This is an optimization exercise on Yosys and OpenROAD, whose aim is small area, not a production implementation.
The RTL was checked by simulation tests, not by an equivalence proof against the original design.
Power figures rest on the tool's default switching activity, not on a simulated workload.

File: design/flow/flow/run.sh
#!/bin/bash
# Layout flow: the standard ORFS flow, with
#  - synthesis: ORFS's own script (same register names), but without the
#    half/full-adder extraction and with an area-oriented ABC script
#  - port buffers of the smallest buffer cell
#  - a clock tree without dummy loads
# Each tool's full output goes to a log file in the work folder.
set -euo pipefail
W=$(pwd)
F=$W/flow
# synthesis script: the reference script, with abc calls redirected to flow/area.abc
{
  echo 'proc synth {args} { yosys synth -nofsm -noshare {*}$args }'
  cat "$F/abc_wrap.tcl"
  sed -n '2,$p' "$W/synth_recipe.tcl"
} > "$W/own_synth.tcl"
export OWN_ABC_SCRIPT="$F/area.abc"
bash "$W/standard.sh" SYNTH_SCRIPT="$W/own_synth.tcl" ADDER_MAP_FILE= \
  "BUFFER_PORTS_ARGS=-buffer_cell sky130_fd_sc_hd__buf_1" \
  "CTS_ARGS=-sink_clustering_enable -repair_clock_nets -dont_use_dummy_load -buf_list {sky130_fd_sc_hd__clkbuf_4 sky130_fd_sc_hd__clkbuf_8}" \
  finish > "$W/own_flow_make.log" 2>&1
File: design/flow/flow/abc_wrap.tcl
# Route ORFS's abc call through an area-oriented script: keep the liberty and
# dont_use arguments, drop the speed constraints.
proc abc {args} {
  set keep {}
  for {set i 0} {$i < [llength $args]} {incr i} {
    set a [lindex $args $i]
    if {$a eq "-liberty" || $a eq "-dont_use"} {
      lappend keep $a [lindex $args [expr {$i + 1}]]
      incr i
    } elseif {$a eq "-script" || $a eq "-constr" || $a eq "-D"} {
      incr i
    } else {
      lappend keep $a
    }
  }
  yosys abc -script $::env(OWN_ABC_SCRIPT) {*}$keep
}
File: design/flow/flow/area.abc
strash
&get -n
&deepsyn -T 60
&put
dch -f
map -a
File: design/flow/standard.sh
#!/bin/bash
# synth_recipe.tcl (not shown) runs the flow's synth.tcl, then flattens the netlist and writes it again
# the make line also repeats each setting of config.mk as NAME=value (left out here)
make -C /OpenROAD-flow-scripts/flow DESIGN_CONFIG=/design/flow/config.mk WORK_HOME=/design/flow/orfs CLKGATE_MAP_FILE= SYNTH_SCRIPT=/design/flow/synth_recipe.tcl "${@:-finish}"
File: design/flow/config.mk
export PLATFORM = sky130hd
export DESIGN_NAME = metro
export DESIGN_NICKNAME = metro
export VERILOG_FILES = /design/flow/design.v
export SDC_FILE = /design/flow/constraint.sdc
export NUM_CORES = 4
export LEC_CHECK = 0
export ABC_AREA = 1
export CAP_MARGIN = 20
export CORE_MARGIN = 2
export CORE_UTILIZATION = 60
export SLEW_MARGIN = 20
File: design/flow/constraint.sdc
create_clock -name core_clock -period 10.0 [get_ports {clk}]
set_input_delay 2.0000 -clock core_clock [delete_from_list [all_inputs] [get_ports {clk}]]
set_output_delay 2.0000 -clock core_clock [all_outputs]
set_load 0.01 [all_outputs]
File: design/flow/design.v
`timescale 1ns / 1ps
module metro(
input clk,
input rst,
input sw1,
input sw2,
input sw3,
input sw4,
input sw5,
input sw6,
input swyon1,
input swyon2,
output AB1,
output AB2,
output AB3,
output AB4,
output AB5,
output AB6,
output CD1,
output CD2,
output CD3,
output CD4,
output CD5,
output CD6,
output CD7,
output CD8,
output CD9,
output CD10,
output [6:0] seg,
output [3:0] an
    );
reg [4:0] q;
reg [6:0] h;
wire tick2 = q[4] & ~q[3];                         
wire tick1 = ~q[4] & q[3] & (h == 7'd50);          
always @(posedge clk) begin
    if (rst) begin
        q <= 5'b01111;
        h <= 7'd0;
    end else begin
        q <= {q[3:0], ~q[4]};
        if (tick2) h <= (h[6] & h[5] & h[1] & h[0]) ? 7'd0 : h + 7'd1;
    end
end
wire [1:0] count = h[1:0];
reg init;           
reg [1:0] sc;       
reg [2:0] s3;       
always @(posedge clk) begin
    if (rst) begin
        init <= 1'b1;
        sc <= 2'd0;
        s3 <= 3'd0;
    end else if (tick1) begin
        init <= 1'b0;
        sc <= sc + 2'd1;
        s3 <= s3[2] ? 3'd0 : s3 + 3'd1;
    end
end
wire step = tick1 & s3[2];
reg [1:0] ph;
reg [2:0] sg;
reg [2:0] wt;       
reg yonel;
wire none = ph[1] & ph[0];
wire at = ~ph[1] & ~ph[0];
wire anysw = swyon1 | swyon2;
wire r1 = sw1;
wire r2 = sw2 & anysw;
wire r3 = sw3 & anysw;
wire r4 = sw4 & anysw;
wire r5 = sw5 & anysw;
wire r6 = sw6;
wire [5:0] sgd = {sg == 3'd5, sg == 3'd4, sg == 3'd3, sg == 3'd2, sg == 3'd1, sg == 3'd0};
wire [5:0] ab = ({6{at}} & sgd) | ({6{none}} & {r6, r5, r4, r3, r2, r1});
assign {AB6, AB5, AB4, AB3, AB2, AB1} = ab;
wire [4:0] cdo = {5{ph == 2'd1}} & sgd[4:0];
wire [4:0] cde = {5{ph == 2'd2}} & sgd[4:0];
assign {CD9, CD7, CD5, CD3, CD1} = cdo;
assign {CD10, CD8, CD6, CD4, CD2} = cde;
wire anyab = |ab;
reg [2:0] sel;
always @(*) begin
    if (ab[0]) sel = 3'd0;
    else if (ab[1]) sel = 3'd1;
    else if (ab[2]) sel = 3'd2;
    else if (ab[3]) sel = 3'd3;
    else if (ab[4]) sel = 3'd4;
    else sel = 3'd5;
end
wire yon = yonel & (sw6 | (~swyon1 & ~sw1));
wire wdone = wt[2] & wt[0];     
always @(posedge clk) begin
    if (rst) begin
        ph <= 2'd3;
        sg <= 3'd0;
        wt <= 3'd0;
        yonel <= 1'b1;
    end else if (step) begin
        if (ph[1] == ph[0]) begin
            if (anyab) begin
                if (wdone) begin
                    wt <= 3'd0;
                    if (sel == 3'd0) begin
                        ph <= 2'd1; sg <= 3'd0; yonel <= 1'b0;
                    end else if (sel == 3'd5) begin
                        ph <= 2'd2; sg <= 3'd4; yonel <= 1'b1;
                    end else if (yon) begin
                        ph <= 2'd2; sg <= sel - 3'd1;
                    end else begin
                        ph <= 2'd1; sg <= sel;
                    end
                end else
                    wt <= wt + 3'd1;
            end
        end else if (ph == 2'd1) begin
            ph <= yon ? 2'd0 : 2'd2;
        end else begin
            if (yon) ph <= 2'd1;
            else begin ph <= 2'd0; sg <= sg + 3'd1; end
        end
    end
end
reg [2:0] pend;
reg [2:0] st;
reg [1:0] rr;
always @(posedge clk) begin
    if (rst) begin
        pend <= 3'd0;
        st <= 3'd0;
        rr <= 2'd0;
    end else begin
        if (tick1) pend <= (~init & anyab) ? sel + 3'd1 : 3'd0;
        if (tick2 & (pend != 3'd0)) begin
            st <= pend;
            rr <= sc + 2'd1;
        end
    end
end
wire [1:0] j = rr - count;
reg [4:0] code;
always @(*) begin
    case ({st, j})
        {3'd1, 2'd0}: code = 5'd15;
        {3'd1, 2'd1}: code = 5'd16;
        {3'd1, 2'd2}: code = 5'd17;
        {3'd1, 2'd3}: code = 5'd18;
        {3'd2, 2'd1}: code = 5'd12;
        {3'd2, 2'd2}: code = 5'd13;
        {3'd2, 2'd3}: code = 5'd14;
        {3'd3, 2'd1}: code = 5'd9;
        {3'd3, 2'd2}: code = 5'd10;
        {3'd3, 2'd3}: code = 5'd11;
        {3'd4, 2'd1}: code = 5'd7;
        {3'd4, 2'd2}: code = 5'd8;
        {3'd5, 2'd0}: code = 5'd3;
        {3'd5, 2'd1}: code = 5'd4;
        {3'd5, 2'd2}: code = 5'd5;
        {3'd5, 2'd3}: code = 5'd6;
        {3'd6, 2'd1}: code = 5'd1;
        {3'd6, 2'd2}: code = 5'd2;
        default: code = 5'd0;
    endcase
end
segmento HH(.Y({6'd0, code}), .disp(seg));
reg anf;
always @(posedge clk) begin
    if (rst) anf <= 1'b0;
    else if (tick2) anf <= anyab;
end
assign an = anf ? ~(4'b0001 << count) : 4'b1111;
endmodule
`timescale 1ns / 1ps
module segmento(
input [10:0] Y,
output reg [6:0] disp
    );
always@(Y)begin
case(Y)
0: disp = 7'b0111111;
1: disp = 7'b0001000;
2: disp = 7'b0000011; 
3: disp = 7'b0000011;
4: disp = 7'b0001011;
5: disp = 7'b1000110; 
6: disp = 7'b0000110;
7: disp = 7'b0010010;
8: disp = 7'b0010010;
9: disp = 7'b0010000;
10: disp = 7'b0001100;
11: disp = 7'b1100001;
12: disp = 7'b0001101;
13: disp = 7'b0100001;
14: disp = 7'b0000011;
15: disp = 7'b0111111;
16: disp = 7'b0000111;
17: disp = 7'b0101011;
18: disp = 7'b0101011;
default: disp = 7'b0000000;
endcase
end
endmodule
==> flow_summary.ini, run 1 <==
[global_routing]
grt_pass1_vias = 1606
antenna_found_initial = 0
grt_pass1_wl_um = 6465
gr-total-overflow = 0
grt_max_degree = 16
track_usage_pct = 24.22

[clock_tree]
post_cts_buffers = 0
clk_pin_slew_worst_paths_ps = 100
cts_sinks = 36
holdBufCountCts = 0
cts_tree = built
cts_root_buffer = clkbuf_4
clockBufferDepth = 2
insertion_delay_ps = 330
cts_resized = 0
cts_buffers = 5
htree_levels = 2

[setup_path]
crit_path_cell_trace = buf_1, o21ai_0, clkinv_1, a22oi_1, clkinv_1, nor2_1, nand2_1, nor2_1, clkinv_1, nor2_1, clkinv_1, nor2_1, clkinv_1, nand3_1, nor2_1, a21oi_1, a21oi_1, clkinv_1, nor2_1, nand2_1, a21oi_1, clkinv_1, a31oi_1, a221oi_1
worst_setup_path_end_kind = register
startpoint_type = input port
crit_path_max_fanout = 4
cpMostUsedCell = clkinv_1
critPathMaxStageDelay_ps = 250
cp_slowest_cell = a22oi_1
arrival_ps = 5210
critPathKind = input port to register
cp.required_ps = 10230

[yosys]
synth_area_leader_cell = dfxtp_1
yosysTopAreaCellShare_pct = 39.02
ys_seq_elements = 36
synth_fp_nets = 294
ys.warnings.count = 2
synth.area.top_cells = dfxtp_1, nor2_1, clkinv_1
syn_area_sq_um = 1847
synth_ff_type = dfxtp_1
ys_types = 24
synth-edff-count = 0
synth_most_common_cell = nor2_1
synth.avg_cell_area_sq_um = 6.503
async_flop_share_pct = 0
seq_area_frac_synth_pct = 39.02
syn_inst = 284
synth_commonest_cells = nor2_1, clkinv_1, dfxtp_1, nand2_1, a21oi_1

[sta]
hold_viol_final = 0
hold_ws_ps = 419.3
slew_violations = 0
tightest_slew_ps = 604.2
skew_ps = 15.71
min_period_ps = 4981
setup-violations-final = 0
tns_ps = 0
fin_crit_sh_pct = 49.81
max_freq_ghz = 0.2007
rsz0062_at_grt = no
slew_headroom_pct = 59.37

[job]
cap_violations = 0

[placed_design]
placement.io_buffers = 36
hpwl_um = 3076
place_congestion = 0.8722

[status]
outcome = finished clean

[min_path]
hold_path_class = register to register

[final_layout]
drive_gt1_share_pct = 2.769
num_antenna_cells = 0
area_delta_synth_final_pct = 11.59
nNetsFinal = 337

[detailed_routing]
drtPass1Iterations = 4
remaining_drc_errors = 0
wl_met3_um = 161
wire_per_inst_um = 10.77
ant_nets = 0
maxUsedRoutingLayer = met4
vias = 1894
wl_met1_um = 1904
dr.first_iter.drc_count = 128
vias_per_cell = 5.291
routed_wl_um = 3856
met2_length_um = 1733

[floorplanning]
io-pin-count = 37
coreArea_sq_um = 2978
dieWidth_um = 59.48
fp.dieH_um = 59.48
floorplan.die_area_sq_um = 3538
rows = 20
start_util_pct = 62.02

[power]
power.density_nw_per_um2 = 109.5
leakage_nw = 0.7179
peakVddDrop_mv = 0.08049
layout make-up:
type	instances	area, sq um
Clock buffer	5	37.54
Fill cell	306	917.1
Inverter	61	229.0
Multi-Input combinational cell	187	897.1
Sequential cell	36	720.7
Tap cell	33	41.29
Timing Repair Buffer	36	135.1
worst paths after layout:
check | startpoint | end | slack, ps | depth (start not counted)
worst min register to register | q[2] | q[3] | 420 | 1
worst max register to register | ph[1] | sg[1] | 6380 | 25
worst max-delay path | swyon1 | sg[1] | 5020 | 24
worst min-delay path | q[2] | q[3] | 420 | 1
flip-flops by register name, summed over array words and instances (netlist names):
name and flops:
h 7, q 5, pend 3, s3 3
sg 3, st 3, wt 3, ph 2
rr 2, sc 2, anf 1, init 1
yonel 1
layer usage:
layer	vias up	track usage, %
li1	1017	-
met1	820	30.85
met2	50	38.46
met3	7	7.860
met4	0	8.117
met5	-	0
where the power goes:
| part | total [W] | switching (W) | internal [W] | leakage, nW |
|---|---|---|---|---|
| Combinational | 0.0000164 | 0.0000111 | 0.00000531 | 0.404 |
| Sequential | 0.000145 | 0.000000928 | 0.000145 | 0.291 |
| Clock | 0.0000639 | 0.0000404 | 0.0000235 | 0.0230 |
worst max-delay path, delay by kind of cell:
family          cells  cell delay, ps
simple gates        9            1220
compound gates      7            1080
buf+inv             8             910
layout by cell type, fill, tap and decap left out, types with 8 or more instances in the layout:
cell type	n
a21oi_1	19
dfxtp_1	36
o22ai_1	9
buf_1	36
nand2_1	34
o21ai_0	14
clkinv_1	61
nor2_1	64
nor3_1	12
nand3_1	8
stage by stage:
stage          instances  worst slack (ps)  total power, W  util (%)  area (sq um)
2_1_floorplan        284              5254       0.0001596         -          1847
5_1_grt              358              4639       0.0002373     69.20          2061
3_3_place_gp         353              4960       0.0001651     67.94          2023
6_report             358              5019       0.0002257     69.20          2061
3_5_place_dp         353              4766       0.0001650     67.94          2023
4_1_cts              358              5062       0.0002283     69.20          2061
cells by family after synthesis:
logic type,after synthesis,synth area share (%)
and+or+nand+nor,124,27.44
buffers and inverters,61,12.40
AOI/OAI and AO/OA,60,19.65
DFF,36,39.02
xor gates and xnor gates,2,0.9487
muxes,1,0.5420
==> run 2: changes to the inputs <==
==> design/flow/run.sh (new file) <==
#!/bin/bash
# synth_recipe.tcl (not shown) runs the flow's synth.tcl, then flattens the netlist and writes it again
# the make line also repeats each setting of config.mk as NAME=value (left out here)
make -C /OpenROAD-flow-scripts/flow DESIGN_CONFIG=/design/flow/config.mk WORK_HOME=/design/flow/orfs CLKGATE_MAP_FILE= SYNTH_SCRIPT=/design/flow/synth_recipe.tcl finish
removed: design/flow/flow/run.sh
removed: design/flow/flow/abc_wrap.tcl
removed: design/flow/flow/area.abc
removed: design/flow/standard.sh
==> flow_summary.ini, run 2 <==
[sta]
hold_viol_final = 0
slew_headroom_pct = 54.26
tns_ps = 0
min_period_ps = 5398
rsz0062_at_grt = no
slew_violations = 0
skew_ps = 2.998
tightest_slew_ps = 684.0
setup-violations-final = 0
fin_crit_sh_pct = 53.98
max_freq_ghz = 0.1853

[floorplanning]
floorplan.die_area_sq_um = 4892
dieWidth_um = 69.94
start_util_pct = 63.84
coreArea_sq_um = 4086
rows = 23
fp.dieH_um = 69.94
io-pin-count = 37

[clock_tree]
cts_sinks = 36
cts_root_buffer = clkbuf_8
htree_levels = 2
cts_resized = 0
insertion_delay_ps = 300
holdBufCountCts = 0
cts_tree = built
clk_pin_slew_worst_paths_ps = 70
clockBufferDepth = 2
post_cts_buffers = 0
cts_buffers = 5

[detailed_routing]
routed_wl_um = 5534
dr.first_iter.drc_count = 107
wire_per_inst_um = 11.23
vias = 2496
ant_nets = 0
vias_per_cell = 5.063
remaining_drc_errors = 0
drtPass1Iterations = 4

[global_routing]
gr-total-overflow = 0
busiest_layer = met2
grt_use_met1_pct = 27.52
grt_max_degree = 21
track_usage_pct = 23.81
grt_pass1_vias = 2356
met3_usage_pct = 4.762
antenna_found_initial = 0
grt_pass1_wl_um = 9687
globalRouteMet2Util_pct = 43.28

[yosys]
synth_fa_ha_area_share_pct = 12.95
synth.area.top_cells = dfxtp_1, nand2_1, ha_1
synthMuxAreaShare_pct = 0
synth_ff_type = dfxtp_1
synth_most_common_cell = nand2_1
synth.avg_cell_area_sq_um = 6.489
synthSimpleGateAreaFrac_pct = 35.88
yosysTopAreaCellShare_pct = 27.63
ys_types = 31
synth_commonest_cells = nand2_1, inv_1, dfxtp_1, nor2_1, nand3_1
synth-compound-area-share_pct = 12.61
syn_inst = 402
synth-xor-area-share_pct = 1.007
async_flop_share_pct = 0
syn_area_sq_um = 2609
seq_area_frac_synth_pct = 27.63
synth-edff-count = 0
synth_top_family_by_area = simple AND/OR/NAND/NOR gates
synth_fp_nets = 439
ys_seq_elements = 36
synth_area_leader_cell = dfxtp_1
ys.warnings.count = 2

[final_layout]
nFillCells = 347
multi_input_area_sq_um = 1629
largest_register = h
final_common_cell = nand2_1
nNetsFinal = 479
final_cell_mix = nand2_1, inv_1, dfxtp_1, clkdlybuf4s50_1, nor2_1
largest_reg_flops = 7
drive_gt1_share_pct = 8.578
num_antenna_cells = 0
design_area_sq_um = 3108
top_regs = h x7, q x5
regArea_sq_um = 720.7
area_delta_synth_final_pct = 19.14

[placed_design]
place_area_sq_um = 3020
placement.io_buffers = 36
place_congestion = 0.8919
hpwl_um = 4332

[status]
outcome = finished clean

[setup_path]
ff2ff_setup_slack_ps = 7800
arrival_ps = 3400
critPathKind = input port to primary output
cp.required_ps = 8000
worst_setup_path_end_kind = primary output
crit_path_max_fanout = 4
startpoint_type = input port

[power]
leakage_nw = 1.453
power.density_nw_per_um2 = 89.52
peakVddDrop_mv = 0.06424

[job]
cap_violations = 0

[min_path]
hold_path_class = register to register
## run 2: cell count changes after synthesis, moves of 21 or more
cell	before	now
nor2_1	64	32
clkinv_1	61	0
nand2_1	34	114
ha_1	0	27
nand3_1	8	29
inv_1	0	62
## run 2: layout make-up
cell class / count / area share, %
inverters: 66 / 7.971
flip-flops and latches: 36 / 23.19
clock buffers: 5 / 2.214
well taps: 50 / 2.013
clock inverters: 3 / 0.6039
repair buffers: 36 / 11.59
multi-input cells: 297 / 52.42
## run 2: final timing paths
kind,start,endpoint,cells after the start
max reg2reg,ph[1],sg[1],15
min reg2reg,q[2],q[3],1
max,swyon1,AB3,4
min,q[2],q[3],1
## run 2: stage by stage
step	instances	hold slack (ps)	power, W	utilization, %	setup WS (ps)
after global placement	485	395.1	0.0001767	73.91	4626
final	493	413.3	0.0002782	76.06	4602
after detailed placement	485	396.4	0.0001769	73.91	4606
after floorplan	402	380.1	0.0001666	-	5688
after CTS	493	413.2	0.0002797	76.06	4592
after global routing	493	433.5	0.0002900	76.06	4252
## run 2: report_power, final
group	switching [W]	total (W)	internal [W]
sequential	0.000000559	0.000145	0.000144
clock	0.0000559	0.000104	0.0000485
combinational	0.0000165	0.0000291	0.0000126
total	0.0000730	0.000278	0.000205
## run 2: kinds of logic after synthesis
logic type | after synthesis
AOI/OAI and AO/OA | 59
adders and majority gates | 27
xor gates and xnor gates | 3
buffers and inverters | 69
and+or+nand+nor | 208
DFF | 36
## run 2: per-layer routing
metal | routed length (um) | vias up
met4 | 65 | 0
met2 | 2772 | 59
met5 | 0 | -
li1 | - | 1355
met1 | 2437 | 1074
met3 | 258 | 8
## run 2: worst max-delay path, stage by stage
cell             delay [ps]
clkdlybuf4s50_1         540
nor2_4                   70
o21ai_2                 210
clkdlybuf4s50_1         580

re-timing with driven ports:
No port has a modelled driver above. Below, the same layouts with a new extraction and two added sets of constraints. Step 1 assumes that a clkbuf_16 drives the clock port and a buf_2 every other input. Step 2 moves the port delays by t, midway between the first and last clock arrival at a register: inputs arrive t later, outputs are due t later. That takes back most of the time a late clock gives input paths. Slacks: no drivers / after step 1 / after step 2; pairs: no drivers / after step 1.
run | t (ns) | setup slack, ns | hold WS [ns] | clock arrival spread, ns | worst data-port slew with drivers (ns)
run 1 | 0.344 | 5.019 / 5.021 / 4.677 | 0.419 / 0.419 / 0.419 | 0.015 / 0.016 | 0.03
run 2 | 0.327 | 4.602 / 4.579 / 4.579 | 0.413 / 0.413 / 0.413 | 0.003 / 0.003 | 0.03
After both steps every run listed still meets setup and hold. For run 1, which loses most, drivers alone change the setup slack by +0.002 ns; drivers and shift together by -0.342 ns.
